Source: an optimization exercise on an open RTL-to-GDS flow (aim: small area and a short achievable clock period). Production flows keep margins and buffers that such runs may drop.
No run shown here included a check of the RTL's function; only the layout flow was run.
No activity file was given, so power comes from the tool's default toggle rates.

==> flow/design.v (outline; a module is shown in full before it is edited, if it fits) <==
// module rdy_gate: 3 lines
// module perceptron_ctrl: 31 lines
// module perceptron_dp: 1107 lines
// module booth_enc: 9 lines
// module oai22m: 3 lines
// module nor2m: 3 lines
// module xor2m: 3 lines
// module xnor2m: 3 lines
// module maj3m: 3 lines
// module fa: 4 lines
// module or2m: 3 lines
// module ha: 4 lines
// module perceptron_top: 44 lines
module perceptron_top #(
    parameter WIDTH = 16
  ) (
    input clk,
    input reset,
    input      val_i,
    output     rdy_o,
    output     val_o,
    input      rdy_i,
    input  [1:0] W1W0b_en_i,
    input        b_i,
    input        W0_i,
    input        W1_i,
    input signed [WIDTH-1:0] X0_i,
    input signed [WIDTH-1:0] X1_i,
    output     Y_o
);
  // ...
==> flow/run.sh <==
#!/bin/bash
# synth_recipe.tcl (not shown) runs the flow's synth.tcl, then flattens the netlist and writes it again
# the make line also repeats each setting of config.mk as NAME=value (left out here)
make -C /OpenROAD-flow-scripts/flow DESIGN_CONFIG=/design/flow/config.mk WORK_HOME=/design/flow/orfs CLKGATE_MAP_FILE= SYNTH_SCRIPT=/design/flow/synth_recipe.tcl finish
==> flow/config.mk <==
export PLATFORM = sky130hd
export DESIGN_NAME = perceptron_top
export DESIGN_NICKNAME = perceptron_top
export VERILOG_FILES = /design/flow/design.v
export SDC_FILE = /design/flow/constraint.sdc
export NUM_CORES = 4
export LEC_CHECK = 0
export CAP_MARGIN = 20
export CORE_MARGIN = 2
export CORE_UTILIZATION = 40
export SETUP_SLACK_MARGIN = 3.5
export SLEW_MARGIN = 20
export SYNTH_HIERARCHICAL = 1
export SYNTH_MINIMUM_KEEP_SIZE = 0
==> flow/constraint.sdc <==
create_clock -name core_clock -period 9.0 [get_ports {clk}]
set_input_delay 1.8000 -clock core_clock [delete_from_list [all_inputs] [get_ports {clk}]]
set_output_delay 1.8000 -clock core_clock [all_outputs]
set_load 0.01 [all_outputs]
==> flow_summary.yaml, run 1 <==
sta:
  final_hold_viol_count: 0
  slew_headroom: 0.300
  slew_viol_final: 0
synth:
  synth.top_cell.area_share: 0.333
  syn_inst: 1341
  synth_edf_count: 71
  ys_types: 44
layout:
  mostFrequentLayoutCells: "xnor2_1 (276), o22ai_1 (247), fa_1 (240)"
  final-clk-cell-share: 0.0382
  nClkBuffers: 17
  largest_reg_flops: 39
  nMultiInputCombCells: 1158
  fill_cells: 3359
  multi_input_area_share: 0.680
  fin_cells: 1907
grt:
  grt_max_degree: 53
  grt_usage: 0.240
  grt_first_pass_wirelength_mm: 69.3
worst_setup_path:
  required_ps: 9170
  critPathKind: "reg2reg"
  rr_endpoint: "dp.cs[22]"
  regToRegSetupSlack_ps: 3670
  reg2reg_from: "dp.w1[7]"
  startpoint: "dp.w1[7]"
hold_path:
  holdPathEnd: "dp.b[15]"
power:
  swShare: 0.289
  power_density_nw_per_um2: 99.7
  power_mw: 1.64
  p_leak_nw: 6.43
status:
  status: "timing/DRC/antenna clean"
place:
  place_area_um2: 15800
  hpwlAfterDp_mm: 32.3
floorplan:
  boundaryPins: 44
==> inputs of run 2 (changes only) <==
--- a/flow/design.v
+++ b/flow/design.v
@@ -160,27 +160,29 @@
 wire c981, s982, c983, s984, c985, s986, c987, s988, c989, s990, c991, s992;
 wire c993, s994, c995, s996, c997, s998, c999, s1000, c1001, s1002, c1003, s1004;
 wire c1005, s1006, c1007, s1008, c1009, s1010, c1011, s1012, c1013, s1014, c1015, s1016;
 wire c1017, s1018, c1019, s1020, c1021, s1022, c1023, s1024, c1025, s1026, c1027, s1028;
 wire c1029, s1030, c1031, s1032, c1033, s1034, c1035, s1036, c1037, s1038, c1039, s1040;
 wire c1041, s1042, c1043, s1044, c1045, s1046, c1047, s1048, c1049, s1050, c1051, s1052;
 wire c1053, s1054, c1055, s1056, c1057, s1058, c1059, s1060, c1061, s1062, c1063, s1064;
 wire c1065, s1066, c1067, s1068, c1069, s1070, c1071, s1072, c1073, s1074, c1075, s1076;
-wire c1077, s1078, c1079, s1080, c1081, s1082, c1083, s1084, c1085, s1086, c1087, s1088;
-wire c1089, g1090, q1091, g1092, q1093, G1094, g1095, q1096, G1097, g1098, q1099, G1100;
-wire g1101, q1102, G1103, g1104, q1105, G1106, g1107, q1108, g1109, q1110, G1111, P1112;
-wire g1113, q1114, G1115, g1116, q1117, G1118, P1119, g1120, q1121, G1122, g1123, q1124;
-wire G1125, P1126, g1127, q1128, G1129, g1130, q1131, G1132, P1133, g1134, q1135, g1136;
-wire q1137, g1138, q1139, g1140, q1141, g1142, q1143, g1144, q1145, g1146, q1147, g1148;
+wire c1077, s1078, c1079, s1080, c1081, s1082, c1083, g1084, q1085, g1086, q1087, G1088;
+wire g1089, q1090, G1091, g1092, q1093, G1094, g1095, q1096, G1097, g1098, q1099, G1100;
+wire g1101, q1102, G1103, g1104, q1105, G1106, g1107, q1108, G1109, s1110, c1111, s1112;
+wire c1113, s1114, c1115, s1116, c1117, s1118, c1119, s1120, c1121, s1122, c1123, s1124;
+wire c1125, s1126, c1127, s1128, c1129, s1130, c1131, s1132, c1133, s1134, c1135, s1136;
+wire c1137, s1138, c1139, s1140, c1141, s1142, c1143, s1144, c1145, g1146, q1147, g1148;
 wire q1149, g1150, q1151, g1152, q1153, g1154, q1155, g1156, q1157, g1158, q1159, g1160;
-wire q1161, g1162, q1163, g1164, q1165, g1166, q1167, g1168, q1169, G1170, G1171, P1172;
-wire G1173, P1174, G1175, P1176, G1177, P1178, G1179, P1180, G1181, P1182, G1183, P1184;
-wire G1185, P1186, G1187, P1188, G1189, G1190, P1191, G1192, P1193, G1194, P1195, G1196;
-wire P1197, G1198, G1199, P1200, G1201, G1202;
+wire q1161, g1162, q1163, g1164, q1165, g1166, q1167, g1168, q1169, g1170, q1171, g1172;
+wire q1173, g1174, q1175, g1176, q1177, g1178, q1179, g1180, q1181, g1182, q1183, g1184;
+wire q1185, g1186, q1187, g1188, q1189, G1190, G1191, P1192, G1193, P1194, G1195, G1196;
+wire P1197, G1198, P1199, G1200, P1201, G1202, P1203, G1204, P1205, G1206, P1207, G1208;
+wire P1209, G1210, P1211, G1212, P1213, G1214, P1215, G1216, P1217, G1218, P1219, G1220;
+wire G1221, P1222, G1223, P1224, G1225, P1226, G1227, G1228, P1229, G1230;
 booth_enc u_enc0_0 (.wh(w0[1]), .wm(w0[0]), .wl(1'b0), .onen(onen0_0), .twon(twon0_0), .nzn(nzn0_0), .negn(negn0_0));
 nor2m u_sel1 (.a(xn0[0]), .b(onen0_0), .y(sel1));
 xnor2m u_p2 (.a(sel1), .b(negn0_0), .y(p2));
 oai22m u_sel3 (.a(xn0[1]), .b(onen0_0), .c(xn0[0]), .d(twon0_0), .y(sel3));
 xnor2m u_p4 (.a(sel3), .b(negn0_0), .y(p4));
 oai22m u_sel5 (.a(xn0[2]), .b(onen0_0), .c(xn0[1]), .d(twon0_0), .y(sel5));
 xnor2m u_p6 (.a(sel5), .b(negn0_0), .y(p6));
 oai22m u_sel7 (.a(xn0[3]), .b(onen0_0), .c(xn0[2]), .d(twon0_0), .y(sel7));
@@ -779,18 +781,18 @@
 ha u_s624 (.a(c607), .b(c609), .s(s624), .co(c625));
 fa u_s626 (.a(b[8]), .b(w0[9]), .c(w1[9]), .s(s626), .co(c627));
 fa u_s628 (.a(p18), .b(p48), .c(p78), .s(s628), .co(c629));
 fa u_s630 (.a(p108), .b(p138), .c(p290), .s(s630), .co(c631));
 fa u_s632 (.a(p320), .b(p350), .c(p380), .s(s632), .co(c633));
 fa u_s634 (.a(p410), .b(s626), .c(c611), .s(s634), .co(c635));
 fa u_s636 (.a(c613), .b(c615), .c(s628), .s(s636), .co(c637));
 fa u_s638 (.a(s630), .b(s632), .c(c617), .s(s638), .co(c639));
-fa u_s640 (.a(c619), .b(s634), .c(s636), .s(s640), .co(c641));
-fa u_s642 (.a(c621), .b(s638), .c(s640), .s(s642), .co(c643));
+fa u_s640 (.a(s634), .b(c619), .c(s636), .s(s640), .co(c641));
+fa u_s642 (.a(s638), .b(c621), .c(s640), .s(s642), .co(c643));
 ha u_s644 (.a(c623), .b(s642), .s(s644), .co(c645));
 fa u_s646 (.a(b[9]), .b(c627), .c(p20), .s(s646), .co(c647));
 fa u_s648 (.a(p50), .b(p80), .c(p110), .s(s648), .co(c649));
 fa u_s650 (.a(p140), .b(p292), .c(p322), .s(s650), .co(c651));
 fa u_s652 (.a(p352), .b(p382), .c(p412), .s(s652), .co(c653));
 fa u_s654 (.a(c629), .b(c631), .c(c633), .s(s654), .co(c655));
 fa u_s656 (.a(s646), .b(s648), .c(s650), .s(s656), .co(c657));
 fa u_s658 (.a(s652), .b(c635), .c(c637), .s(s658), .co(c659));
@@ -800,29 +802,29 @@
 fa u_s666 (.a(b[10]), .b(w0[11]), .c(w1[11]), .s(s666), .co(c667));
 fa u_s668 (.a(p22), .b(p52), .c(p82), .s(s668), .co(c669));
 fa u_s670 (.a(p112), .b(p142), .c(p172), .s(s670), .co(c671));
 fa u_s672 (.a(p294), .b(p324), .c(p354), .s(s672), .co(c673));
 fa u_s674 (.a(p384), .b(p414), .c(p444), .s(s674), .co(c675));
 fa u_s676 (.a(s666), .b(c647), .c(c649), .s(s676), .co(c677));
 fa u_s678 (.a(c651), .b(c653), .c(s668), .s(s678), .co(c679));
 fa u_s680 (.a(s670), .b(s672), .c(s674), .s(s680), .co(c681));
-fa u_s682 (.a(c655), .b(c657), .c(s676), .s(s682), .co(c683));
+fa u_s682 (.a(c655), .b(s676), .c(c657), .s(s682), .co(c683));
 fa u_s684 (.a(s678), .b(s680), .c(c659), .s(s684), .co(c685));
 fa u_s686 (.a(s682), .b(c661), .c(s684), .s(s686), .co(c687));
 ha u_s688 (.a(c663), .b(s686), .s(s688), .co(c689));
 fa u_s690 (.a(b[11]), .b(c667), .c(p24), .s(s690), .co(c691));
 fa u_s692 (.a(p54), .b(p84), .c(p114), .s(s692), .co(c693));
 fa u_s694 (.a(p144), .b(p174), .c(p296), .s(s694), .co(c695));
 fa u_s696 (.a(p326), .b(p356), .c(p386), .s(s696), .co(c697));
 fa u_s698 (.a(p416), .b(p446), .c(c669), .s(s698), .co(c699));
 fa u_s700 (.a(c671), .b(c673), .c(c675), .s(s700), .co(c701));
 fa u_s702 (.a(s690), .b(s692), .c(s694), .s(s702), .co(c703));
 fa u_s704 (.a(s696), .b(c677), .c(c679), .s(s704), .co(c705));
-fa u_s706 (.a(c681), .b(s698), .c(s700), .s(s706), .co(c707));
+fa u_s706 (.a(s698), .b(s700), .c(c681), .s(s706), .co(c707));
 fa u_s708 (.a(s702), .b(c683), .c(s704), .s(s708), .co(c709));
 fa u_s710 (.a(s706), .b(c685), .c(s708), .s(s710), .co(c711));
 ha u_s712 (.a(c687), .b(s710), .s(s712), .co(c713));
 fa u_s714 (.a(b[12]), .b(w0[13]), .c(w1[13]), .s(s714), .co(c715));
 fa u_s716 (.a(p26), .b(p56), .c(p86), .s(s716), .co(c717));
 fa u_s718 (.a(p116), .b(p146), .c(p176), .s(s718), .co(c719));
 fa u_s720 (.a(p206), .b(p298), .c(p328), .s(s720), .co(c721));
 fa u_s722 (.a(p358), .b(p388), .c(p418), .s(s722), .co(c723));
@@ -839,310 +841,323 @@
 fa u_s744 (.a(p58), .b(p88), .c(p118), .s(s744), .co(c745));
 fa u_s746 (.a(p148), .b(p178), .c(p208), .s(s746), .co(c747));
 fa u_s748 (.a(p300), .b(p330), .c(p360), .s(s748), .co(c749));
 fa u_s750 (.a(p390), .b(p420), .c(p450), .s(s750), .co(c751));
 fa u_s752 (.a(p480), .b(c717), .c(c719), .s(s752), .co(c753));
 fa u_s754 (.a(c721), .b(c723), .c(c725), .s(s754), .co(c755));
 fa u_s756 (.a(s742), .b(s744), .c(s746), .s(s756), .co(c757));
 fa u_s758 (.a(s748), .b(s750), .c(c727), .s(s758), .co(c759));
-fa u_s760 (.a(c729), .b(c731), .c(s752), .s(s760), .co(c761));
-fa u_s762 (.a(s754), .b(s756), .c(c733), .s(s762), .co(c763));
+fa u_s760 (.a(c729), .b(s752), .c(s754), .s(s760), .co(c761));
+fa u_s762 (.a(c731), .b(s756), .c(c733), .s(s762), .co(c763));
 fa u_s764 (.a(s758), .b(c735), .c(s760), .s(s764), .co(c765));
 fa u_s766 (.a(c737), .b(s762), .c(s764), .s(s766), .co(c767));
 ha u_s768 (.a(c739), .b(s766), .s(s768), .co(c769));
 fa u_s770 (.a(b[14]), .b(w0[15]), .c(w1[15]), .s(s770), .co(c771));
 fa u_s772 (.a(p30), .b(p60), .c(p90), .s(s772), .co(c773));
 fa u_s774 (.a(p120), .b(p150), .c(p180), .s(s774), .co(c775));
 fa u_s776 (.a(p210), .b(p240), .c(p302), .s(s776), .co(c777));
 fa u_s778 (.a(p332), .b(p362), .c(p392), .s(s778), .co(c779));
 fa u_s780 (.a(p422), .b(p452), .c(p482), .s(s780), .co(c781));
 fa u_s782 (.a(p512), .b(s770), .c(c743), .s(s782), .co(c783));
 fa u_s784 (.a(c745), .b(c747), .c(c749), .s(s784), .co(c785));
 fa u_s786 (.a(c751), .b(s772), .c(s774), .s(s786), .co(c787));
 fa u_s788 (.a(s776), .b(s778), .c(s780), .s(s788), .co(c789));
-fa u_s790 (.a(c753), .b(c755), .c(c757), .s(s790), .co(c791));
-fa u_s792 (.a(s782), .b(s784), .c(s786), .s(s792), .co(c793));
-fa u_s794 (.a(s788), .b(c759), .c(c761), .s(s794), .co(c795));
-fa u_s796 (.a(s790), .b(s792), .c(c763), .s(s796), .co(c797));
+fa u_s790 (.a(c753), .b(s782), .c(c755), .s(s790), .co(c791));
+fa u_s792 (.a(c757), .b(s784), .c(s786), .s(s792), .co(c793));
+fa u_s794 (.a(s788), .b(c759), .c(s790), .s(s794), .co(c795));
+fa u_s796 (.a(c761), .b(s792), .c(c763), .s(s796), .co(c797));
 fa u_s798 (.a(c765), .b(s794), .c(s796), .s(s798), .co(c799));
-ha u_s800 (.a(c767), .b(c769), .s(s800), .co(c801));
-xnor2m u_s802 (.a(nb545), .b(c771), .y(s802));
-or2m u_c803 (.a(nb545), .b(c771), .y(c803));
-fa u_s804 (.a(p32), .b(p62), .c(p92), .s(s804), .co(c805));
-fa u_s806 (.a(p122), .b(p152), .c(p182), .s(s806), .co(c807));
-fa u_s808 (.a(p212), .b(p242), .c(p304), .s(s808), .co(c809));
-fa u_s810 (.a(p334), .b(p364), .c(p394), .s(s810), .co(c811));
-fa u_s812 (.a(p424), .b(p454), .c(p484), .s(s812), .co(c813));
-fa u_s814 (.a(p514), .b(c773), .c(c775), .s(s814), .co(c815));
-fa u_s816 (.a(c777), .b(c779), .c(c781), .s(s816), .co(c817));
-fa u_s818 (.a(s802), .b(s804), .c(s806), .s(s818), .co(c819));
-fa u_s820 (.a(s808), .b(s810), .c(s812), .s(s820), .co(c821));
-fa u_s822 (.a(c783), .b(c785), .c(c787), .s(s822), .co(c823));
-fa u_s824 (.a(c789), .b(s814), .c(s816), .s(s824), .co(c825));
-fa u_s826 (.a(s818), .b(s820), .c(c791), .s(s826), .co(c827));
-fa u_s828 (.a(c793), .b(s822), .c(s824), .s(s828), .co(c829));
-fa u_s830 (.a(c795), .b(s826), .c(s828), .s(s830), .co(c831));
-fa u_s832 (.a(c797), .b(s830), .c(c799), .s(s832), .co(c833));
-xnor2m u_s834 (.a(p34), .b(p64), .y(s834));
-or2m u_c835 (.a(p34), .b(p64), .y(c835));
-fa u_s836 (.a(p94), .b(p124), .c(p154), .s(s836), .co(c837));
-fa u_s838 (.a(p184), .b(p214), .c(p244), .s(s838), .co(c839));
-fa u_s840 (.a(p306), .b(p336), .c(p366), .s(s840), .co(c841));
-fa u_s842 (.a(p396), .b(p426), .c(p456), .s(s842), .co(c843));
-fa u_s844 (.a(p486), .b(p516), .c(c803), .s(s844), .co(c845));
-fa u_s846 (.a(c805), .b(c807), .c(c809), .s(s846), .co(c847));
-fa u_s848 (.a(c811), .b(c813), .c(s834), .s(s848), .co(c849));
-fa u_s850 (.a(s836), .b(s838), .c(s840), .s(s850), .co(c851));
-fa u_s852 (.a(s842), .b(c815), .c(c817), .s(s852), .co(c853));
-fa u_s854 (.a(s844), .b(c819), .c(c821), .s(s854), .co(c855));
-fa u_s856 (.a(s846), .b(s848), .c(s850), .s(s856), .co(c857));
-fa u_s858 (.a(c823), .b(c825), .c(s852), .s(s858), .co(c859));
-fa u_s860 (.a(s854), .b(s856), .c(c827), .s(s860), .co(c861));
-fa u_s862 (.a(c829), .b(s858), .c(s860), .s(s862), .co(c863));
-ha u_s864 (.a(c831), .b(s862), .s(s864), .co(c865));
-fa u_s866 (.a(p66), .b(p96), .c(p126), .s(s866), .co(c867));
-fa u_s868 (.a(p156), .b(p186), .c(p216), .s(s868), .co(c869));
-fa u_s870 (.a(p246), .b(p338), .c(p368), .s(s870), .co(c871));
-fa u_s872 (.a(p398), .b(p428), .c(p458), .s(s872), .co(c873));
-fa u_s874 (.a(p488), .b(p518), .c(c835), .s(s874), .co(c875));
-fa u_s876 (.a(c837), .b(c839), .c(c841), .s(s876), .co(c877));
-fa u_s878 (.a(c843), .b(s866), .c(s868), .s(s878), .co(c879));
-fa u_s880 (.a(s870), .b(s872), .c(c845), .s(s880), .co(c881));
-fa u_s882 (.a(c847), .b(c849), .c(c851), .s(s882), .co(c883));
-fa u_s884 (.a(s874), .b(s876), .c(s878), .s(s884), .co(c885));
-fa u_s886 (.a(c853), .b(s880), .c(c855), .s(s886), .co(c887));
-fa u_s888 (.a(c857), .b(s882), .c(s884), .s(s888), .co(c889));
-fa u_s890 (.a(c859), .b(s886), .c(s888), .s(s890), .co(c891));
-fa u_s892 (.a(c861), .b(s890), .c(c863), .s(s892), .co(c893));
-xnor2m u_s894 (.a(p68), .b(p98), .y(s894));
-or2m u_c895 (.a(p68), .b(p98), .y(c895));
-fa u_s896 (.a(p128), .b(p158), .c(p188), .s(s896), .co(c897));
-fa u_s898 (.a(p218), .b(p248), .c(p340), .s(s898), .co(c899));
-fa u_s900 (.a(p370), .b(p400), .c(p430), .s(s900), .co(c901));
-fa u_s902 (.a(p460), .b(p490), .c(p520), .s(s902), .co(c903));
-fa u_s904 (.a(c867), .b(c869), .c(c871), .s(s904), .co(c905));
-fa u_s906 (.a(c873), .b(s894), .c(s896), .s(s906), .co(c907));
-fa u_s908 (.a(s898), .b(s900), .c(s902), .s(s908), .co(c909));
-fa u_s910 (.a(c875), .b(c877), .c(c879), .s(s910), .co(c911));
-fa u_s912 (.a(s904), .b(s906), .c(s908), .s(s912), .co(c913));
-fa u_s914 (.a(c881), .b(c883), .c(c885), .s(s914), .co(c915));
-fa u_s916 (.a(s910), .b(s912), .c(c887), .s(s916), .co(c917));
-fa u_s918 (.a(c889), .b(s914), .c(s916), .s(s918), .co(c919));
-ha u_s920 (.a(c891), .b(s918), .s(s920), .co(c921));
-fa u_s922 (.a(p100), .b(p130), .c(p160), .s(s922), .co(c923));
-fa u_s924 (.a(p190), .b(p220), .c(p250), .s(s924), .co(c925));
-fa u_s926 (.a(p372), .b(p402), .c(p432), .s(s926), .co(c927));
-fa u_s928 (.a(p462), .b(p492), .c(p522), .s(s928), .co(c929));
-fa u_s930 (.a(c895), .b(c897), .c(c899), .s(s930), .co(c931));
-fa u_s932 (.a(c901), .b(c903), .c(s922), .s(s932), .co(c933));
-fa u_s934 (.a(s924), .b(s926), .c(s928), .s(s934), .co(c935));
-fa u_s936 (.a(c905), .b(c907), .c(c909), .s(s936), .co(c937));
-fa u_s938 (.a(s930), .b(s932), .c(s934), .s(s938), .co(c939));
-fa u_s940 (.a(c911), .b(c913), .c(s936), .s(s940), .co(c941));
-fa u_s942 (.a(s938), .b(c915), .c(s940), .s(s942), .co(c943));
-fa u_s944 (.a(c917), .b(s942), .c(c919), .s(s944), .co(c945));
-xnor2m u_s946 (.a(p102), .b(p132), .y(s946));
-or2m u_c947 (.a(p102), .b(p132), .y(c947));
-fa u_s948 (.a(p162), .b(p192), .c(p222), .s(s948), .co(c949));
-fa u_s950 (.a(p252), .b(p374), .c(p404), .s(s950), .co(c951));
-fa u_s952 (.a(p434), .b(p464), .c(p494), .s(s952), .co(c953));
-fa u_s954 (.a(p524), .b(c923), .c(c925), .s(s954), .co(c955));
-fa u_s956 (.a(c927), .b(c929), .c(s946), .s(s956), .co(c957));
-fa u_s958 (.a(s948), .b(s950), .c(s952), .s(s958), .co(c959));
-fa u_s960 (.a(c931), .b(c933), .c(c935), .s(s960), .co(c961));
-fa u_s962 (.a(s954), .b(s956), .c(s958), .s(s962), .co(c963));
-fa u_s964 (.a(c937), .b(c939), .c(s960), .s(s964), .co(c965));
-fa u_s966 (.a(s962), .b(c941), .c(s964), .s(s966), .co(c967));
-ha u_s968 (.a(c943), .b(s966), .s(s968), .co(c969));
-fa u_s970 (.a(p134), .b(p164), .c(p194), .s(s970), .co(c971));
-fa u_s972 (.a(p224), .b(p254), .c(p406), .s(s972), .co(c973));
-fa u_s974 (.a(p436), .b(p466), .c(p496), .s(s974), .co(c975));
-fa u_s976 (.a(p526), .b(c947), .c(c949), .s(s976), .co(c977));
-fa u_s978 (.a(c951), .b(c953), .c(s970), .s(s978), .co(c979));
-fa u_s980 (.a(s972), .b(s974), .c(c955), .s(s980), .co(c981));
-fa u_s982 (.a(c957), .b(c959), .c(s976), .s(s982), .co(c983));
-fa u_s984 (.a(s978), .b(c961), .c(s980), .s(s984), .co(c985));
-fa u_s986 (.a(c963), .b(s982), .c(c965), .s(s986), .co(c987));
-fa u_s988 (.a(s984), .b(c967), .c(s986), .s(s988), .co(c989));
-xnor2m u_s990 (.a(p136), .b(p166), .y(s990));
-or2m u_c991 (.a(p136), .b(p166), .y(c991));
-fa u_s992 (.a(p196), .b(p226), .c(p256), .s(s992), .co(c993));
-fa u_s994 (.a(p408), .b(p438), .c(p468), .s(s994), .co(c995));
-fa u_s996 (.a(p498), .b(p528), .c(c971), .s(s996), .co(c997));
-fa u_s998 (.a(c973), .b(c975), .c(s990), .s(s998), .co(c999));
-fa u_s1000 (.a(s992), .b(s994), .c(c977), .s(s1000), .co(c1001));
-fa u_s1002 (.a(c979), .b(s996), .c(s998), .s(s1002), .co(c1003));
-fa u_s1004 (.a(c981), .b(c983), .c(s1000), .s(s1004), .co(c1005));
-fa u_s1006 (.a(s1002), .b(c985), .c(s1004), .s(s1006), .co(c1007));
-ha u_s1008 (.a(c987), .b(s1006), .s(s1008), .co(c1009));
-fa u_s1010 (.a(p168), .b(p198), .c(p228), .s(s1010), .co(c1011));
-fa u_s1012 (.a(p258), .b(p440), .c(p470), .s(s1012), .co(c1013));
-fa u_s1014 (.a(p500), .b(p530), .c(c991), .s(s1014), .co(c1015));
-fa u_s1016 (.a(c993), .b(c995), .c(s1010), .s(s1016), .co(c1017));
-fa u_s1018 (.a(s1012), .b(c997), .c(c999), .s(s1018), .co(c1019));
-fa u_s1020 (.a(s1014), .b(s1016), .c(c1001), .s(s1020), .co(c1021));
-fa u_s1022 (.a(c1003), .b(s1018), .c(c1005), .s(s1022), .co(c1023));
-fa u_s1024 (.a(s1020), .b(c1007), .c(s1022), .s(s1024), .co(c1025));
-xnor2m u_s1026 (.a(p170), .b(p200), .y(s1026));
-or2m u_c1027 (.a(p170), .b(p200), .y(c1027));
-fa u_s1028 (.a(p230), .b(p260), .c(p442), .s(s1028), .co(c1029));
-fa u_s1030 (.a(p472), .b(p502), .c(p532), .s(s1030), .co(c1031));
-fa u_s1032 (.a(c1011), .b(c1013), .c(s1026), .s(s1032), .co(c1033));
-fa u_s1034 (.a(s1028), .b(s1030), .c(c1015), .s(s1034), .co(c1035));
-fa u_s1036 (.a(c1017), .b(s1032), .c(c1019), .s(s1036), .co(c1037));
-fa u_s1038 (.a(s1034), .b(c1021), .c(s1036), .s(s1038), .co(c1039));
-ha u_s1040 (.a(c1023), .b(s1038), .s(s1040), .co(c1041));
-fa u_s1042 (.a(p202), .b(p232), .c(p262), .s(s1042), .co(c1043));
-fa u_s1044 (.a(p474), .b(p504), .c(p534), .s(s1044), .co(c1045));
-fa u_s1046 (.a(c1027), .b(c1029), .c(c1031), .s(s1046), .co(c1047));
-fa u_s1048 (.a(s1042), .b(s1044), .c(c1033), .s(s1048), .co(c1049));
-fa u_s1050 (.a(s1046), .b(c1035), .c(s1048), .s(s1050), .co(c1051));
-fa u_s1052 (.a(c1037), .b(s1050), .c(c1039), .s(s1052), .co(c1053));
-xnor2m u_s1054 (.a(p204), .b(p234), .y(s1054));
-or2m u_c1055 (.a(p204), .b(p234), .y(c1055));
-fa u_s1056 (.a(p264), .b(p476), .c(p506), .s(s1056), .co(c1057));
-fa u_s1058 (.a(p536), .b(c1043), .c(c1045), .s(s1058), .co(c1059));
-fa u_s1060 (.a(s1054), .b(s1056), .c(c1047), .s(s1060), .co(c1061));
-fa u_s1062 (.a(s1058), .b(c1049), .c(s1060), .s(s1062), .co(c1063));
-ha u_s1064 (.a(c1051), .b(s1062), .s(s1064), .co(c1065));
-fa u_s1066 (.a(p236), .b(p266), .c(p508), .s(s1066), .co(c1067));
-fa u_s1068 (.a(p538), .b(c1055), .c(c1057), .s(s1068), .co(c1069));
-fa u_s1070 (.a(s1066), .b(c1059), .c(s1068), .s(s1070), .co(c1071));
+xnor2m u_s800 (.a(nb545), .b(c771), .y(s800));
+or2m u_c801 (.a(nb545), .b(c771), .y(c801));
+fa u_s802 (.a(p32), .b(p62), .c(p92), .s(s802), .co(c803));
+fa u_s804 (.a(p122), .b(p152), .c(p182), .s(s804), .co(c805));
+fa u_s806 (.a(p212), .b(p242), .c(p304), .s(s806), .co(c807));
+fa u_s808 (.a(p334), .b(p364), .c(p394), .s(s808), .co(c809));
+fa u_s810 (.a(p424), .b(p454), .c(p484), .s(s810), .co(c811));
+fa u_s812 (.a(p514), .b(s800), .c(c773), .s(s812), .co(c813));
+fa u_s814 (.a(c775), .b(c777), .c(c779), .s(s814), .co(c815));
+fa u_s816 (.a(c781), .b(s802), .c(s804), .s(s816), .co(c817));
+fa u_s818 (.a(s806), .b(s808), .c(s810), .s(s818), .co(c819));
+fa u_s820 (.a(c783), .b(c785), .c(s812), .s(s820), .co(c821));
+fa u_s822 (.a(c787), .b(s814), .c(c789), .s(s822), .co(c823));
+fa u_s824 (.a(s816), .b(s818), .c(c791), .s(s824), .co(c825));
+fa u_s826 (.a(s820), .b(c793), .c(s822), .s(s826), .co(c827));
+fa u_s828 (.a(c795), .b(s824), .c(s826), .s(s828), .co(c829));
+ha u_s830 (.a(c797), .b(s828), .s(s830), .co(c831));
+xnor2m u_s832 (.a(p34), .b(p64), .y(s832));
+or2m u_c833 (.a(p34), .b(p64), .y(c833));
+fa u_s834 (.a(p94), .b(p124), .c(p154), .s(s834), .co(c835));
+fa u_s836 (.a(p184), .b(p214), .c(p244), .s(s836), .co(c837));
+fa u_s838 (.a(p306), .b(p336), .c(p366), .s(s838), .co(c839));
+fa u_s840 (.a(p396), .b(p426), .c(p456), .s(s840), .co(c841));
+fa u_s842 (.a(p486), .b(p516), .c(c801), .s(s842), .co(c843));
+fa u_s844 (.a(s832), .b(c803), .c(c805), .s(s844), .co(c845));
+fa u_s846 (.a(c807), .b(c809), .c(c811), .s(s846), .co(c847));
+fa u_s848 (.a(s834), .b(s836), .c(s838), .s(s848), .co(c849));
+fa u_s850 (.a(s840), .b(s842), .c(c813), .s(s850), .co(c851));
+fa u_s852 (.a(c815), .b(c817), .c(s844), .s(s852), .co(c853));
+fa u_s854 (.a(s846), .b(c819), .c(s848), .s(s854), .co(c855));
+fa u_s856 (.a(c821), .b(s850), .c(c823), .s(s856), .co(c857));
+fa u_s858 (.a(s852), .b(s854), .c(c825), .s(s858), .co(c859));
+fa u_s860 (.a(s856), .b(c827), .c(s858), .s(s860), .co(c861));
+fa u_s862 (.a(p66), .b(p96), .c(p126), .s(s862), .co(c863));
+fa u_s864 (.a(p156), .b(p186), .c(p216), .s(s864), .co(c865));
+fa u_s866 (.a(p246), .b(p338), .c(p368), .s(s866), .co(c867));
+fa u_s868 (.a(p398), .b(p428), .c(p458), .s(s868), .co(c869));
+fa u_s870 (.a(p488), .b(p518), .c(c833), .s(s870), .co(c871));
+fa u_s872 (.a(c835), .b(c837), .c(c839), .s(s872), .co(c873));
+fa u_s874 (.a(c841), .b(c843), .c(s862), .s(s874), .co(c875));
+fa u_s876 (.a(s864), .b(s866), .c(s868), .s(s876), .co(c877));
+fa u_s878 (.a(s870), .b(c845), .c(c847), .s(s878), .co(c879));
+fa u_s880 (.a(s872), .b(c849), .c(s874), .s(s880), .co(c881));
+fa u_s882 (.a(s876), .b(c851), .c(c853), .s(s882), .co(c883));
+fa u_s884 (.a(s878), .b(c855), .c(s880), .s(s884), .co(c885));
+fa u_s886 (.a(c857), .b(s882), .c(s884), .s(s886), .co(c887));
+ha u_s888 (.a(c859), .b(s886), .s(s888), .co(c889));
+xnor2m u_s890 (.a(p68), .b(p98), .y(s890));
+or2m u_c891 (.a(p68), .b(p98), .y(c891));
+fa u_s892 (.a(p128), .b(p158), .c(p188), .s(s892), .co(c893));
+fa u_s894 (.a(p218), .b(p248), .c(p340), .s(s894), .co(c895));
+fa u_s896 (.a(p370), .b(p400), .c(p430), .s(s896), .co(c897));
+fa u_s898 (.a(p460), .b(p490), .c(p520), .s(s898), .co(c899));
+fa u_s900 (.a(s890), .b(c863), .c(c865), .s(s900), .co(c901));
+fa u_s902 (.a(c867), .b(c869), .c(s892), .s(s902), .co(c903));
+fa u_s904 (.a(s894), .b(s896), .c(s898), .s(s904), .co(c905));
+fa u_s906 (.a(c871), .b(c873), .c(c875), .s(s906), .co(c907));
+fa u_s908 (.a(s900), .b(c877), .c(s902), .s(s908), .co(c909));
+fa u_s910 (.a(s904), .b(c879), .c(s906), .s(s910), .co(c911));
+fa u_s912 (.a(c881), .b(s908), .c(c883), .s(s912), .co(c913));
+fa u_s914 (.a(s910), .b(c885), .c(s912), .s(s914), .co(c915));
+fa u_s916 (.a(p100), .b(p130), .c(p160), .s(s916), .co(c917));
+fa u_s918 (.a(p190), .b(p220), .c(p250), .s(s918), .co(c919));
+fa u_s920 (.a(p372), .b(p402), .c(p432), .s(s920), .co(c921));
+fa u_s922 (.a(p462), .b(p492), .c(p522), .s(s922), .co(c923));
+fa u_s924 (.a(c891), .b(c893), .c(c895), .s(s924), .co(c925));
+fa u_s926 (.a(c897), .b(c899), .c(s916), .s(s926), .co(c927));
+fa u_s928 (.a(s918), .b(s920), .c(s922), .s(s928), .co(c929));
+fa u_s930 (.a(c901), .b(c903), .c(s924), .s(s930), .co(c931));
+fa u_s932 (.a(c905), .b(s926), .c(s928), .s(s932), .co(c933));
+fa u_s934 (.a(c907), .b(c909), .c(s930), .s(s934), .co(c935));
+fa u_s936 (.a(s932), .b(c911), .c(s934), .s(s936), .co(c937));
+ha u_s938 (.a(c913), .b(s936), .s(s938), .co(c939));
+xnor2m u_s940 (.a(p102), .b(p132), .y(s940));
+or2m u_c941 (.a(p102), .b(p132), .y(c941));
+fa u_s942 (.a(p162), .b(p192), .c(p222), .s(s942), .co(c943));
+fa u_s944 (.a(p252), .b(p374), .c(p404), .s(s944), .co(c945));
+fa u_s946 (.a(p434), .b(p464), .c(p494), .s(s946), .co(c947));
+fa u_s948 (.a(p524), .b(s940), .c(c917), .s(s948), .co(c949));
+fa u_s950 (.a(c919), .b(c921), .c(c923), .s(s950), .co(c951));
+fa u_s952 (.a(s942), .b(s944), .c(s946), .s(s952), .co(c953));
+fa u_s954 (.a(c925), .b(c927), .c(s948), .s(s954), .co(c955));
+fa u_s956 (.a(s950), .b(c929), .c(s952), .s(s956), .co(c957));
+fa u_s958 (.a(c931), .b(s954), .c(c933), .s(s958), .co(c959));
+fa u_s960 (.a(s956), .b(c935), .c(s958), .s(s960), .co(c961));
+ha u_s962 (.a(c937), .b(s960), .s(s962), .co(c963));
+fa u_s964 (.a(p134), .b(p164), .c(p194), .s(s964), .co(c965));
+fa u_s966 (.a(p224), .b(p254), .c(p406), .s(s966), .co(c967));
+fa u_s968 (.a(p436), .b(p466), .c(p496), .s(s968), .co(c969));
+fa u_s970 (.a(p526), .b(c941), .c(c943), .s(s970), .co(c971));
+fa u_s972 (.a(c945), .b(c947), .c(s964), .s(s972), .co(c973));
+fa u_s974 (.a(s966), .b(s968), .c(c949), .s(s974), .co(c975));
+fa u_s976 (.a(c951), .b(s970), .c(c953), .s(s976), .co(c977));
+fa u_s978 (.a(s972), .b(s974), .c(c955), .s(s978), .co(c979));
+fa u_s980 (.a(c957), .b(s976), .c(s978), .s(s980), .co(c981));
+fa u_s982 (.a(c959), .b(s980), .c(c961), .s(s982), .co(c983));
+xnor2m u_s984 (.a(p136), .b(p166), .y(s984));
+or2m u_c985 (.a(p136), .b(p166), .y(c985));
+fa u_s986 (.a(p196), .b(p226), .c(p256), .s(s986), .co(c987));
+fa u_s988 (.a(p408), .b(p438), .c(p468), .s(s988), .co(c989));
+fa u_s990 (.a(p498), .b(p528), .c(s984), .s(s990), .co(c991));
+fa u_s992 (.a(c965), .b(c967), .c(c969), .s(s992), .co(c993));
+fa u_s994 (.a(s986), .b(s988), .c(s990), .s(s994), .co(c995));
+fa u_s996 (.a(c971), .b(c973), .c(s992), .s(s996), .co(c997));
+fa u_s998 (.a(s994), .b(c975), .c(c977), .s(s998), .co(c999));
+fa u_s1000 (.a(s996), .b(c979), .c(s998), .s(s1000), .co(c1001));
+ha u_s1002 (.a(c981), .b(s1000), .s(s1002), .co(c1003));
+fa u_s1004 (.a(p168), .b(p198), .c(p228), .s(s1004), .co(c1005));
+fa u_s1006 (.a(p258), .b(p440), .c(p470), .s(s1006), .co(c1007));
+fa u_s1008 (.a(p500), .b(p530), .c(c985), .s(s1008), .co(c1009));
+fa u_s1010 (.a(c987), .b(c989), .c(s1004), .s(s1010), .co(c1011));
+fa u_s1012 (.a(s1006), .b(c991), .c(s1008), .s(s1012), .co(c1013));
+fa u_s1014 (.a(c993), .b(s1010), .c(c995), .s(s1014), .co(c1015));
+fa u_s1016 (.a(s1012), .b(c997), .c(s1014), .s(s1016), .co(c1017));
+fa u_s1018 (.a(c999), .b(s1016), .c(c1001), .s(s1018), .co(c1019));
+xnor2m u_s1020 (.a(p170), .b(p200), .y(s1020));
+or2m u_c1021 (.a(p170), .b(p200), .y(c1021));
+fa u_s1022 (.a(p230), .b(p260), .c(p442), .s(s1022), .co(c1023));
+fa u_s1024 (.a(p472), .b(p502), .c(p532), .s(s1024), .co(c1025));
+fa u_s1026 (.a(s1020), .b(c1005), .c(c1007), .s(s1026), .co(c1027));
+fa u_s1028 (.a(s1022), .b(s1024), .c(c1009), .s(s1028), .co(c1029));
+fa u_s1030 (.a(c1011), .b(s1026), .c(c1013), .s(s1030), .co(c1031));
+fa u_s1032 (.a(s1028), .b(c1015), .c(s1030), .s(s1032), .co(c1033));
+ha u_s1034 (.a(c1017), .b(s1032), .s(s1034), .co(c1035));
+fa u_s1036 (.a(p202), .b(p232), .c(p262), .s(s1036), .co(c1037));
+fa u_s1038 (.a(p474), .b(p504), .c(p534), .s(s1038), .co(c1039));
+fa u_s1040 (.a(c1021), .b(c1023), .c(c1025), .s(s1040), .co(c1041));
+fa u_s1042 (.a(s1036), .b(s1038), .c(c1027), .s(s1042), .co(c1043));
+fa u_s1044 (.a(s1040), .b(c1029), .c(s1042), .s(s1044), .co(c1045));
+fa u_s1046 (.a(c1031), .b(s1044), .c(c1033), .s(s1046), .co(c1047));
+xnor2m u_s1048 (.a(p204), .b(p234), .y(s1048));
+or2m u_c1049 (.a(p204), .b(p234), .y(c1049));
+fa u_s1050 (.a(p264), .b(p476), .c(p506), .s(s1050), .co(c1051));
+fa u_s1052 (.a(p536), .b(s1048), .c(c1037), .s(s1052), .co(c1053));
+fa u_s1054 (.a(c1039), .b(s1050), .c(c1041), .s(s1054), .co(c1055));
+fa u_s1056 (.a(s1052), .b(c1043), .c(s1054), .s(s1056), .co(c1057));
+ha u_s1058 (.a(c1045), .b(s1056), .s(s1058), .co(c1059));
+fa u_s1060 (.a(p236), .b(p266), .c(p508), .s(s1060), .co(c1061));
+fa u_s1062 (.a(p538), .b(c1049), .c(c1051), .s(s1062), .co(c1063));
+fa u_s1064 (.a(s1060), .b(c1053), .c(s1062), .s(s1064), .co(c1065));
+fa u_s1066 (.a(c1055), .b(s1064), .c(c1057), .s(s1066), .co(c1067));
+xnor2m u_s1068 (.a(p238), .b(p268), .y(s1068));
+or2m u_c1069 (.a(p238), .b(p268), .y(c1069));
+fa u_s1070 (.a(p510), .b(p540), .c(s1068), .s(s1070), .co(c1071));
 fa u_s1072 (.a(c1061), .b(s1070), .c(c1063), .s(s1072), .co(c1073));
-xnor2m u_s1074 (.a(p238), .b(p268), .y(s1074));
-or2m u_c1075 (.a(p238), .b(p268), .y(c1075));
-fa u_s1076 (.a(p510), .b(p540), .c(c1067), .s(s1076), .co(c1077));
-fa u_s1078 (.a(s1074), .b(c1069), .c(s1076), .s(s1078), .co(c1079));
-ha u_s1080 (.a(c1071), .b(s1078), .s(s1080), .co(c1081));
-fa u_s1082 (.a(p270), .b(p542), .c(c1075), .s(s1082), .co(c1083));
-fa u_s1084 (.a(c1077), .b(s1082), .c(c1079), .s(s1084), .co(c1085));
-xnor2m u_s1086 (.a(p272), .b(p544), .y(s1086));
-or2m u_c1087 (.a(p272), .b(p544), .y(c1087));
-ha u_s1088 (.a(s1086), .b(c1083), .s(s1088), .co(c1089));
-assign g1090 = s546 & s548;
-assign q1091 = s546 | s548;
-assign g1092 = s550 & s552;
-assign q1093 = s550 | s552;
-assign G1094 = g1092 | (q1093 & g1090);
-assign g1095 = s558 & s560;
-assign q1096 = s558 | s560;
+ha u_s1074 (.a(c1065), .b(s1072), .s(s1074), .co(c1075));
+fa u_s1076 (.a(p270), .b(p542), .c(c1069), .s(s1076), .co(c1077));
+fa u_s1078 (.a(c1071), .b(s1076), .c(c1073), .s(s1078), .co(c1079));
+xnor2m u_s1080 (.a(p272), .b(p544), .y(s1080));
+or2m u_c1081 (.a(p272), .b(p544), .y(c1081));
+ha u_s1082 (.a(s1080), .b(c1077), .s(s1082), .co(c1083));
+assign g1084 = s546 & s548;
+assign q1085 = s546 | s548;
+assign g1086 = s550 & s552;
+assign q1087 = s550 | s552;
+assign G1088 = g1086 | (q1087 & g1084);
+assign g1089 = s558 & s560;
+assign q1090 = s558 | s560;
+assign G1091 = g1089 | (q1090 & G1088);
+assign g1092 = s566 & s568;
+assign q1093 = s566 | s568;
+assign G1094 = g1092 | (q1093 & G1091);
+assign g1095 = s578 & s580;
+assign q1096 = s578 | s580;
 assign G1097 = g1095 | (q1096 & G1094);
-assign g1098 = s566 & s568;
-assign q1099 = s566 | s568;
+assign g1098 = s590 & s592;
+assign q1099 = s590 | s592;
 assign G1100 = g1098 | (q1099 & G1097);
-assign g1101 = s578 & s580;
-assign q1102 = s578 | s580;
+assign g1101 = s606 & s608;
+assign q1102 = s606 | s608;
 assign G1103 = g1101 | (q1102 & G1100);
-assign g1104 = s590 & s592;
-assign q1105 = s590 | s592;
+assign g1104 = s622 & s624;
+assign q1105 = s622 | s624;
 assign G1106 = g1104 | (q1105 & G1103);
-assign g1107 = c1085 & s1088;
-assign q1108 = c1085 | s1088;
-assign g1109 = c1087 & c1089;
-assign q1110 = c1087 | c1089;
-assign G1111 = g1109 | (q1110 & g1107);
-assign P1112 = q1110 & q1108;
-assign g1113 = s606 & s608;
-assign q1114 = s606 | s608;
-assign G1115 = g1113 | (q1114 & G1106);
-assign g1116 = c1081 & s1084;
-assign q1117 = c1081 | s1084;
-assign G1118 = G1111 | (P1112 & g1116);
-assign P1119 = P1112 & q1117;
-assign g1120 = s622 & s624;
-assign q1121 = s622 | s624;
-assign G1122 = g1120 | (q1121 & G1115);
-assign g1123 = c1073 & s1080;
-assign q1124 = c1073 | s1080;
-assign G1125 = G1118 | (P1119 & g1123);
-assign P1126 = P1119 & q1124;
-assign g1127 = c625 & s644;
-assign q1128 = c625 | s644;
-assign G1129 = g1127 | (q1128 & G1122);
-assign g1130 = c1065 & s1072;
-assign q1131 = c1065 | s1072;
-assign G1132 = G1125 | (P1126 & g1130);
-assign P1133 = P1126 & q1131;
-reg [38:0] cs;
+assign g1107 = c625 & s644;
+assign q1108 = c625 | s644;
+assign G1109 = g1107 | (q1108 & G1106);
+reg [49:0] cs;
 always @ (posedge clk)
 begin
   if (en_egress == 1)
-    cs <= {P1133, G1132, s1064, c1053, s1052, c1041, s1040, c1025, s1024, c1009, s1008, c989, s988, c969, s968, c945, s944, c921, s920, c893, s892, c865, s864, c833, s832, c801, s800, s798, s768, c741, s740, c713, s712, c689, s688, c665, s664, s662, G1129};
+    cs <= {c1083, c1081, s1082, c1079, s1078, c1075, s1074, c1067, s1066, c1059, s1058, c1047, s1046, c1035, s1034, c1019, s1018, c1003, s1002, c983, s982, c963, s962, c939, s938, c915, s914, c889, c887, s888, c861, c831, s860, c829, s830, c799, s798, c769, c767, s768, c741, s740, c713, s712, c689, s688, c665, s664, s662, G1109};
 end
-assign g1134 = cs[1] & cs[2];
-assign q1135 = cs[1] | cs[2];
-assign g1136 = cs[3] & cs[4];
-assign q1137 = cs[3] | cs[4];
-assign g1138 = cs[5] & cs[6];
-assign q1139 = cs[5] | cs[6];
-assign g1140 = cs[7] & cs[8];
-assign q1141 = cs[7] | cs[8];
-assign g1142 = cs[9] & cs[10];
-assign q1143 = cs[9] | cs[10];
-assign g1144 = cs[11] & cs[12];
-assign q1145 = cs[11] | cs[12];
-assign g1146 = cs[13] & cs[14];
-assign q1147 = cs[13] | cs[14];
-assign g1148 = cs[15] & cs[16];
-assign q1149 = cs[15] | cs[16];
-assign g1150 = cs[17] & cs[18];
-assign q1151 = cs[17] | cs[18];
-assign g1152 = cs[19] & cs[20];
-assign q1153 = cs[19] | cs[20];
-assign g1154 = cs[21] & cs[22];
-assign q1155 = cs[21] | cs[22];
-assign g1156 = cs[23] & cs[24];
-assign q1157 = cs[23] | cs[24];
-assign g1158 = cs[25] & cs[26];
-assign q1159 = cs[25] | cs[26];
-assign g1160 = cs[27] & cs[28];
-assign q1161 = cs[27] | cs[28];
-assign g1162 = cs[29] & cs[30];
-assign q1163 = cs[29] | cs[30];
-assign g1164 = cs[31] & cs[32];
-assign q1165 = cs[31] | cs[32];
-assign g1166 = cs[33] & cs[34];
-assign q1167 = cs[33] | cs[34];
-assign g1168 = cs[35] & cs[36];
-assign q1169 = cs[35] | cs[36];
-assign G1170 = g1134 | (q1135 & cs[0]);
-assign G1171 = g1138 | (q1139 & g1136);
-assign P1172 = q1139 & q1137;
-assign G1173 = g1142 | (q1143 & g1140);
-assign P1174 = q1143 & q1141;
-assign G1175 = g1146 | (q1147 & g1144);
-assign P1176 = q1147 & q1145;
-assign G1177 = g1150 | (q1151 & g1148);
-assign P1178 = q1151 & q1149;
-assign G1179 = g1154 | (q1155 & g1152);
-assign P1180 = q1155 & q1153;
-assign G1181 = g1158 | (q1159 & g1156);
-assign P1182 = q1159 & q1157;
-assign G1183 = g1162 | (q1163 & g1160);
-assign P1184 = q1163 & q1161;
-assign G1185 = g1166 | (q1167 & g1164);
-assign P1186 = q1167 & q1165;
-assign G1187 = cs[37] | (cs[38] & g1168);
-assign P1188 = cs[38] & q1169;
-assign G1189 = G1171 | (P1172 & G1170);
-assign G1190 = G1175 | (P1176 & G1173);
-assign P1191 = P1176 & P1174;
-assign G1192 = G1179 | (P1180 & G1177);
-assign P1193 = P1180 & P1178;
-assign G1194 = G1183 | (P1184 & G1181);
-assign P1195 = P1184 & P1182;
-assign G1196 = G1187 | (P1188 & G1185);
-assign P1197 = P1188 & P1186;
-assign G1198 = G1190 | (P1191 & G1189);
-assign G1199 = G1194 | (P1195 & G1192);
-assign P1200 = P1195 & P1193;
-assign G1201 = G1199 | (P1200 & G1198);
-assign G1202 = G1196 | (P1197 & G1201);
-assign Y_o = ~(1'b1 ^ G1202);
+fa u_s1110 (.a(cs[11]), .b(cs[12]), .c(cs[13]), .s(s1110), .co(c1111));
+ha u_s1112 (.a(cs[14]), .b(cs[15]), .s(s1112), .co(c1113));
+fa u_s1114 (.a(cs[16]), .b(cs[17]), .c(cs[18]), .s(s1114), .co(c1115));
+ha u_s1116 (.a(cs[19]), .b(cs[20]), .s(s1116), .co(c1117));
+fa u_s1118 (.a(cs[21]), .b(cs[22]), .c(cs[23]), .s(s1118), .co(c1119));
+ha u_s1120 (.a(cs[24]), .b(cs[25]), .s(s1120), .co(c1121));
+ha u_s1122 (.a(cs[26]), .b(cs[27]), .s(s1122), .co(c1123));
+ha u_s1124 (.a(cs[28]), .b(cs[29]), .s(s1124), .co(c1125));
+ha u_s1126 (.a(cs[30]), .b(cs[31]), .s(s1126), .co(c1127));
+ha u_s1128 (.a(cs[32]), .b(cs[33]), .s(s1128), .co(c1129));
+ha u_s1130 (.a(cs[34]), .b(cs[35]), .s(s1130), .co(c1131));
+ha u_s1132 (.a(cs[36]), .b(cs[37]), .s(s1132), .co(c1133));
+ha u_s1134 (.a(cs[38]), .b(cs[39]), .s(s1134), .co(c1135));
+ha u_s1136 (.a(cs[40]), .b(cs[41]), .s(s1136), .co(c1137));
+ha u_s1138 (.a(cs[42]), .b(cs[43]), .s(s1138), .co(c1139));
+ha u_s1140 (.a(cs[44]), .b(cs[45]), .s(s1140), .co(c1141));
+ha u_s1142 (.a(cs[46]), .b(cs[47]), .s(s1142), .co(c1143));
+ha u_s1144 (.a(cs[48]), .b(cs[49]), .s(s1144), .co(c1145));
+assign g1146 = cs[1] & cs[2];
+assign q1147 = cs[1] | cs[2];
+assign g1148 = cs[3] & cs[4];
+assign q1149 = cs[3] | cs[4];
+assign g1150 = cs[5] & cs[6];
+assign q1151 = cs[5] | cs[6];
+assign g1152 = cs[7] & cs[8];
+assign q1153 = cs[7] | cs[8];
+assign g1154 = cs[9] & cs[10];
+assign q1155 = cs[9] | cs[10];
+assign g1156 = s1112 & c1111;
+assign q1157 = s1112 | c1111;
+assign g1158 = s1114 & c1113;
+assign q1159 = s1114 | c1113;
+assign g1160 = s1116 & c1115;
+assign q1161 = s1116 | c1115;
+assign g1162 = s1118 & c1117;
+assign q1163 = s1118 | c1117;
+assign g1164 = s1120 & c1119;
+assign q1165 = s1120 | c1119;
+assign g1166 = s1122 & c1121;
+assign q1167 = s1122 | c1121;
+assign g1168 = s1124 & c1123;
+assign q1169 = s1124 | c1123;
+assign g1170 = s1126 & c1125;
+assign q1171 = s1126 | c1125;
+assign g1172 = s1128 & c1127;
+assign q1173 = s1128 | c1127;
+assign g1174 = s1130 & c1129;
+assign q1175 = s1130 | c1129;
+assign g1176 = s1132 & c1131;
+assign q1177 = s1132 | c1131;
+assign g1178 = s1134 & c1133;
+assign q1179 = s1134 | c1133;
+assign g1180 = s1136 & c1135;
+assign q1181 = s1136 | c1135;
+assign g1182 = s1138 & c1137;
+assign q1183 = s1138 | c1137;
+assign g1184 = s1140 & c1139;
+assign q1185 = s1140 | c1139;
+assign g1186 = s1142 & c1141;
+assign q1187 = s1142 | c1141;
+assign g1188 = s1144 & c1143;
+assign q1189 = s1144 | c1143;
+assign G1190 = g1146 | (q1147 & cs[0]);
+assign G1191 = g1150 | (q1151 & g1148);
+assign P1192 = q1151 & q1149;
+assign G1193 = g1154 | (q1155 & g1152);
+assign P1194 = q1155 & q1153;
+assign G1195 = G1191 | (P1192 & G1190);
+assign G1196 = g1168 | (q1169 & g1166);
+assign P1197 = q1169 & q1167;
+assign G1198 = g1172 | (q1173 & g1170);
+assign P1199 = q1173 & q1171;
+assign G1200 = g1176 | (q1177 & g1174);
+assign P1201 = q1177 & q1175;
+assign G1202 = g1180 | (q1181 & g1178);
+assign P1203 = q1181 & q1179;
+assign G1204 = g1184 | (q1185 & g1182);
+assign P1205 = q1185 & q1183;
+assign G1206 = g1188 | (q1189 & g1186);
+assign P1207 = q1189 & q1187;
+assign G1208 = 1'b0 | (s1110 & G1193);
+assign P1209 = s1110 & P1194;
+assign G1210 = g1158 | (q1159 & g1156);
+assign P1211 = q1159 & q1157;
+assign G1212 = g1162 | (q1163 & g1160);
+assign P1213 = q1163 & q1161;
+assign G1214 = G1196 | (P1197 & g1164);
+assign P1215 = P1197 & q1165;
+assign G1216 = G1200 | (P1201 & G1198);
+assign P1217 = P1201 & P1199;
+assign G1218 = G1204 | (P1205 & G1202);
+assign P1219 = P1205 & P1203;
+assign G1220 = G1208 | (P1209 & G1195);
+assign G1221 = G1212 | (P1213 & G1210);
+assign P1222 = P1213 & P1211;
+assign G1223 = G1216 | (P1217 & G1214);
+assign P1224 = P1217 & P1215;
+assign G1225 = G1206 | (P1207 & G1218);
+assign P1226 = P1207 & P1219;
+assign G1227 = G1221 | (P1222 & G1220);
+assign G1228 = G1225 | (P1226 & G1223);
+assign P1229 = P1226 & P1224;
+assign G1230 = G1228 | (P1229 & G1227);
+assign Y_o = ~(1'b1 ^ c1145 ^ G1230);
 endmodule
 module booth_enc (input wh, input wm, input wl,
                   output onen, output twon, output nzn, output negn);
   assign negn = ~wh;
   wire one = wm ^ wl;
   wire two = (wh ^ wm) & ~(wm ^ wl);
   assign onen = ~one;
   assign twon = ~two;
==> run 2 against run 1 <==
Compared with the run above: flip-flop and latch count grew 11; area after synthesis grew 3.8%; maximum frequency grew 1.8%; hold slack lost 32 ps; setup slack gained 94 ps; power grew 5.0%; die area grew 3.7%; utilization shrank 0.12 points; clock power grew 2%; critical path type is now in2out; largest cell class unchanged; largest power group unchanged.
==> flow_summary.yaml, run 2 <==
worst_setup_path:
  crit_family: "buffers and inverters"
  critPathArrivalTime_ps: 3430
  crit_fanout: 10
  regToRegSetupSlack_ps: 3900
  start_kind: "primary input"
  rr_endpoint: "dp.cs[29]"
  critPathKind: "in2out"
  endpoint_kind: "primary output"
  cp_cell_sequence: "clkdlybuf4s50_1 -> a2111oi_2 -> clkdlybuf4s50_1"
  required_ps: 7200
  path_buf_inv: 2
  slowest_stage: "clkdlybuf4s50_1"
  max_stage_delay_ps: 630
  r2r_cells: 10
  reg2reg_from: "dp.w1[7]"
  cpMostUsedCell: "clkdlybuf4s50_1"
synth:
  netlist_top_cells_count: "xnor2_1 (282), o22ai_1 (247), fa_1 (240)"
  synth_compound_area_frac: 0.157
  synth.mux.area_fraction: 0.000668
  synth_edf_count: 82
  synthTopCellsByArea: "fa_1 (32%), xnor2_1 (16%), edfxtp_1 (16%)"
  syn_inst: 1373
  synth_top_family_by_area: "adder cells"
  ys_seq_elements: 132
  synth_adder_area_share: 0.352
  seq_area_frac_synth: 0.231
  yosysMostFrequentCell: "xnor2_1"
  synth-simple-area-share: 0.0670
  synth.top_cell.area_share: 0.321
  synthXorXnorAreaFrac: 0.174
  syn_area_um2: 15000
  ys.flop_type: "edfxtp_1"
  synth_top_area_cell: "fa_1"
  ys_types: 45
  yosys_warnings: 8
  async_reset_ff_frac: 0
  avgSynthCellArea_um2: 10.9
layout:
  fin_cells: 1941
  fill_cells: 3410
  layout_commonest_cell: "xnor2_1"
  largest_reg_flops: 50
  synthToLayoutAreaGrowth_pct: 12.9
  regMostFlops: "dp.cs"
  drive_above_1_share: 0.0584
  fin_nets: 1779
  multi_input_comb_area_um2: 11400
  mostFrequentLayoutCells: "xnor2_1 (277), o22ai_1 (247), fa_1 (240)"
  diodes: 0
  seqCellArea_um2: 3460
place:
  port_buffers: 43
  hpwlAfterDp_mm: 32.7
  globalplace.congestion: 0.928
  place_inst: 1909
  place_ws_ps: 3780
floorplan:
  die_y_um: 198
  die-area_um2: 39000
  fp.dieW_um: 198
  core-area_um2: 36800
  rows: 70
  initial_core_util: 0.408
  boundaryPins: 44
status:
  status: "timing/DRC/antenna clean"
grt:
  grt_first_pass_wirelength_mm: 70.8
  grt_overflow: 0
  grt_usage: 0.239
  antenna_found_initial: 0
  first_global_vias: 12100
  grt_max_degree: 53
power:
  vdd_drop_max_uv: 111
  power_density_nw_per_um2: 102
  p_leak_nw: 6.63
run:
  drv_cap: 0
sta:
  slew_headroom: 0.208
  final_hold_viol_count: 0
  worst_pin_slew_ps: 1180
  layout_setup_ws_ps: 3770
  fin_crit_ps: 5230
  fmax_mhz: 191
  tns_ps: 0
  slew_viol_final: 0
  rsz0062_at_grt: "no"
  finalCritPeriodShare: 0.581
  setup_violations: 0
  skew_ps: 20.0
hold_path:
  holdPathEnd: "dp.b[15]"
  hp-start: "dp.b[15]"
  hold_class: "reg2reg"
  min_path_cells: 2
clocking:
  clock_path_buffers: 2
  htree_levels: 4
  ctsHoldBuffers: 0
  cts-root-buf: "clkbuf_16"
  post_cts_buffers: 0
  path_clk_slew_ps: 80
  cts_tree: "built"
  cts_buffers: 17
  insertion_delay_ps: 450
  clkSinkCount: 132
  cts.repair.resized: 0
route:
  detail-route-antenna-nets: 0
  wire_per_inst_um: 23.1
  wl_mm: 44.8
  drtIter0Drc: 1261
  dr.pass1.iters: 5
  vias_per_cell: 6.06
  drc_errors: 0
  dr_total_vias: 11800
run 2: layer usage:
metal	global-route usage	part of all wire	wire length, µm	vias up
met5	0	0	0	-
met4	0.0950	0.035	1580	0
met3	0.0430	0.093	4170	99
met2	0.379	0.46	20500	653
met1	0.326	0.41	18600	5932
li1	-	-	-	5087
run 2: Yosys stat by module, one instance, submodules excluded, excerpt:
| module | flops+latches | area (µm²) | times used |
|---|---|---|---|
| booth_enc | 0 | 43.8 | 16 |
| or2m | 0 | 6.26 | 9 |
| rdy_gate | 0 | 18.8 | 2 |
| perceptron_dp | 130 | 4720 | 1 |
| nor2m | 0 | 3.75 | 32 |
| xnor2m | 0 | 8.76 | 265 |
| perceptron_ctrl | 2 | 109 | 1 |
| ha | 0 | 12.5 | 38 |
| xor2m | 0 | 8.76 | 16 |
| fa | 0 | 20.0 | 240 |
| oai22m | 0 | 6.26 | 240 |
run 2: cells by family after synthesis:
group                    after synthesis
adder cells (fa/ha/maj)              278
multiplexers                           1
AND/OR/NAND/NOR                      218
AO/OA/AOI/OAI                        376
other                                  1
XOR/XNOR                             298
buffers and inverters                 69
flip-flops                           132
run 2: worst min-delay path: cells and delay by family, from the launching register on:
kind / cells / cell delay (ps)
AOI/OAI and AO/OA: 1 / 50
and+or+nand+nor: 1 / 50
DFF: 1 / 320
run 2: final cells by class:
type / instances / share of cell area
clock buffers: 17 / 0.0251
clock inverters: 15 / 0.0121
inverters: 53 / 0.0118
multi-input cells: 1179 / 0.671
flip-flops and latches: 132 / 0.205
well taps: 468 / 0.0346
repair buffers: 77 / 0.0402
run 2: worst max path at each step:
| stage | start | slack, ps | cells after the start | endpoint |
|---|---|---|---|---|
| floorplan | dp.w0[7] | 4380 | 10 | dp.cs[29] |
| global placement | W1W0b_en_i[0] | 3800 | 3 | rdy_o |
| detailed placement | W1W0b_en_i[0] | 3780 | 3 | rdy_o |
| CTS | W1W0b_en_i[0] | 3770 | 3 | rdy_o |
| global route | W1W0b_en_i[0] | 3660 | 3 | rdy_o |
| finish | W1W0b_en_i[0] | 3770 | 3 | rdy_o |
run 2: power by group:
group          switching, mW  leakage [nW]  internal [mW]
combinational          0.158          5.08          0.106
clock                  0.345         0.311          0.429
sequential            0.0118          1.24          0.667
run 2: through the flow:
stage	instance area (µm²)	total power, mW	hold WS [ps]	utilization
finish	16900	1.72	459	0.460
global route	16900	1.78	494	0.460
CTS	16900	1.73	463	0.460
detailed placement	16300	0.957	451	0.443
global placement	16300	0.951	453	0.443
floorplan	15000	0.860	436	-
==> inputs of run 3 (changes only) <==
==> flow/flow/run.sh (new file) <==
#!/bin/bash
# The standard layout (standard.sh, unchanged synthesis and steps), with
# the port buffers made of a plain buffer cell instead of the delay buffer
# that buffer_ports picks by default.  ORFS keeps each step's log under
# orfs/logs/; make's own output goes to make.log here.
set -euo pipefail
bash standard.sh BUFFER_PORTS_ARGS="-buffer_cell sky130_fd_sc_hd__buf_2" finish > make.log 2>&1
==> flow/standard.sh (new file) <==
#!/bin/bash
# synth_recipe.tcl (not shown) runs the flow's synth.tcl, then flattens the netlist and writes it again
# the make line also repeats each setting of config.mk as NAME=value (left out here)
make -C /OpenROAD-flow-scripts/flow DESIGN_CONFIG=/design/flow/config.mk WORK_HOME=/design/flow/orfs CLKGATE_MAP_FILE= SYNTH_SCRIPT=/design/flow/synth_recipe.tcl "${@:-finish}"
removed: flow/run.sh
==> run 3 against run 2 <==
Compared with the run above: still clean on timing, DRC and antenna; critical path depth is 7 higher; flip-flop and latch count stayed put; highest routed layer unchanged; global-route usage is 0.69 points higher; largest cell class unchanged; die area stayed put.
==> flow_summary.yaml, run 3 <==
route:
  wl_mm: 45.2
  drtIter0Drc: 1250
  dr_total_vias: 11700
  drc_errors: 0
  dr.pass1.iters: 7
  detail-route-antenna-nets: 0
  wire_per_inst_um: 23.3
  vias_per_cell: 6.00
synth:
  synth_top_area_cell: "fa_1"
  synth_edf_count: 82
  ys_types: 45
  synth.top_cell.area_share: 0.321
  ys.flop_type: "edfxtp_1"
  seq_area_frac_synth: 0.231
  netlist_top_cells_count: "xnor2_1 (282), o22ai_1 (247), fa_1 (240)"
  synthTopCellsByArea: "fa_1 (32%), xnor2_1 (16%), edfxtp_1 (16%)"
  ys_seq_elements: 132
  yosysMostFrequentCell: "xnor2_1"
  syn_inst: 1373
  syn_area_um2: 15000
  async_reset_ff_frac: 0
  avgSynthCellArea_um2: 10.9
  yosys_warnings: 8
worst_setup_path:
  start_kind: "flip-flop"
  slowest_stage: "a21oi_2"
  max_stage_delay_ps: 820
  critPathKind: "reg2reg"
  crit_fanout: 15
  endpoint_kind: "flip-flop"
  critPathArrivalTime_ps: 5220
  cp_cell_sequence: "and3b_1 -> a21oi_2 -> o22ai_1 -> xnor2_1 -> fa_1 -> fa_1 -> fa_1 -> fa_1 -> fa_1 -> fa_1"
  cpMostUsedCell: "fa_1"
  required_ps: 9190
sta:
  layout_setup_ws_ps: 3970
  tns_ps: 0
  hold_ws_ps: 473
  final_hold_viol_count: 0
  fin_crit_ps: 5030
  skew_ps: 9.31
  slew_viol_final: 0
  fmax_mhz: 199
  worst_pin_slew_ps: 1150
  setup_violations: 0
  rsz0062_at_grt: "no"
  slew_headroom: 0.231
  finalCritPeriodShare: 0.559
floorplan:
  boundaryPins: 44
  core-area_um2: 36800
  die-area_um2: 39000
  die_y_um: 198
  fp.dieW_um: 198
  rows: 70
  initial_core_util: 0.408
clocking:
  insertion_delay_ps: 460
  cts_tree: "built"
  ctsHoldBuffers: 0
  htree_levels: 4
  path_clk_slew_ps: 60
  clock_path_buffers: 2
  clkSinkCount: 132
  post_cts_buffers: 0
  cts.repair.resized: 0
  cts-root-buf: "clkbuf_16"
  cts_buffers: 17
power:
  p_leak_nw: 6.65
  power_mw: 1.67
  power_density_nw_per_um2: 100
  vdd_drop_max_uv: 125
layout:
  fin_area_um2: 16700
  fin_nets: 1781
  regMostFlops: "dp.cs"
  synthToLayoutAreaGrowth_pct: 11.4
  diodes: 0
  multi_input_comb_area_um2: 11400
  layout_commonest_cell: "xnor2_1"
  largest_reg_flops: 50
  mostFrequentLayoutCells: "xnor2_1 (277), o22ai_1 (247), fa_1 (240)"
  fin_cells: 1943
  seqCellArea_um2: 3460
  fin_util: 0.454
  fill_cells: 3451
  drive_above_1_share: 0.0875
grt:
  met2_usage: 0.398
  antenna_found_initial: 0
  grt_usage: 0.246
  first_global_vias: 12200
  grt_use_met1: 0.325
  grtUsageMet3: 0.0536
  grt_first_pass_wirelength_mm: 71.9
  grt_max_degree: 53
  busiest_layer: "met2"
  grt_overflow: 0
place:
  port_buffers: 43
  place_inst: 1909
  place_ws_ps: 4020
  globalplace.congestion: 0.959
  hpwlAfterDp_mm: 33.4
  place_area_um2: 16100
hold_path:
  hold_class: "reg2reg"
run:
  drv_cap: 0
status:
  status: "timing/DRC/antenna clean"
-- run 3: cell counts after synthesis --
Identical to the previous run, type by type.
-- run 3: final cells by class --
| class | count | area share |
|---|---|---|
| clock buffer | 18 | 0.0270 |
| inverter | 53 | 0.0119 |
| sequential | 132 | 0.207 |
| clock inverter | 14 | 0.00966 |
| timing repair buffer | 79 | 0.0293 |
| tap | 468 | 0.0351 |
| multi-input combinational | 1179 | 0.680 |
-- run 3: final timing paths --
path                  from         to  slack [ps]  cells after the start
setup / recovery  dp.w1[9]  dp.cs[23]        3970                     10
hold / removal    dp.b[15]   dp.b[15]         470                      2
setup reg to reg  dp.w1[9]  dp.cs[23]        3970                     10
hold reg to reg   dp.b[15]   dp.b[15]         470                      2
-- run 3: worst max-delay path, delay by kind of cell, from the launching register on --
family	cells	cell delay [ps]
adder cells (fa/ha/maj)	6	2720
AO/OA/AOI/OAI	2	1050
flip-flops	1	550
AND/OR/NAND/NOR	1	230
XOR/XNOR	1	210
-- run 3: report_power, final --
part / internal, mW / switching [mW] / leakage [nW] / total, mW
logic: 0.0958 / 0.161 / 5.10 / 0.257
registers: 0.668 / 0.0119 / 1.24 / 0.680
clock network: 0.433 / 0.305 / 0.306 / 0.737
total: 1.20 / 0.478 / 6.65 / 1.67
-- run 3: per-module statistics from Yosys (local to each module, per instance), excerpt --
module | area, µm² | flip-flops and latches
oai22m | 6.26 | 0
xnor2m | 8.76 | 0
booth_enc | 43.8 | 0
fa | 20.0 | 0
nor2m | 3.75 | 0
perceptron_dp | 4720 | 130
rdy_gate | 18.8 | 0
xor2m | 8.76 | 0
or2m | 6.26 | 0
ha | 12.5 | 0
perceptron_ctrl | 109 | 2
-- run 3: layer usage --
layer  up-vias  part of all wire
met5         -                 0
met4         0             0.030
met2       549              0.47
met3        95             0.087
li1       5093                 -
met1      5917              0.41
-- run 3: cell families (layout without fill, tap and decap cells) --
family                   Yosys count  count (layout)  synth area share
AND/OR/NAND/NOR                  218             218            0.0670
buffers and inverters             69             164            0.0177
adder cells (fa/ha/maj)          278             278             0.352
multiplexers                       1               1          0.000668
other                              1               8          0.000250
flip-flops                       132             132             0.231
AO/OA/AOI/OAI                    376             376             0.157
XOR/XNOR                         298             298             0.174

[separate check: timing with driven ports]
How much do the figures lean on ideal ports? The routed layouts below were timed once more, with nothing changed but the port constraints.
Step 1: set_driving_cell puts a clkbuf_16 on clk and a buf_2 on each other input, an assumption about the parent block.
Step 2 times the ports against the registers' clock, not the clock port: input delays grow and output delays shrink by t, the midpoint of the rising clock arrivals with the driver on.
a / b / c = ideal / step 1 / step 2; a / b = the first two.
run	t, ns	setup WS [ns]	worst hold slack (ns)	worst setup path at the end
run 1	0.486	3.674 / 3.674 / 3.674	0.491 / 0.491 / 0.491	register to register
run 2	0.492	3.768 / 3.746 / 3.746	0.459 / 0.459 / 0.459	input to output
run 3	0.507	3.971 / 3.971 / 3.971	0.473 / 0.473 / 0.473	register to register
After both steps every run listed still meets setup and hold. The setup slack of run 2, which loses most, moves by -0.022 ns with the drivers and by -0.022 ns with both steps.
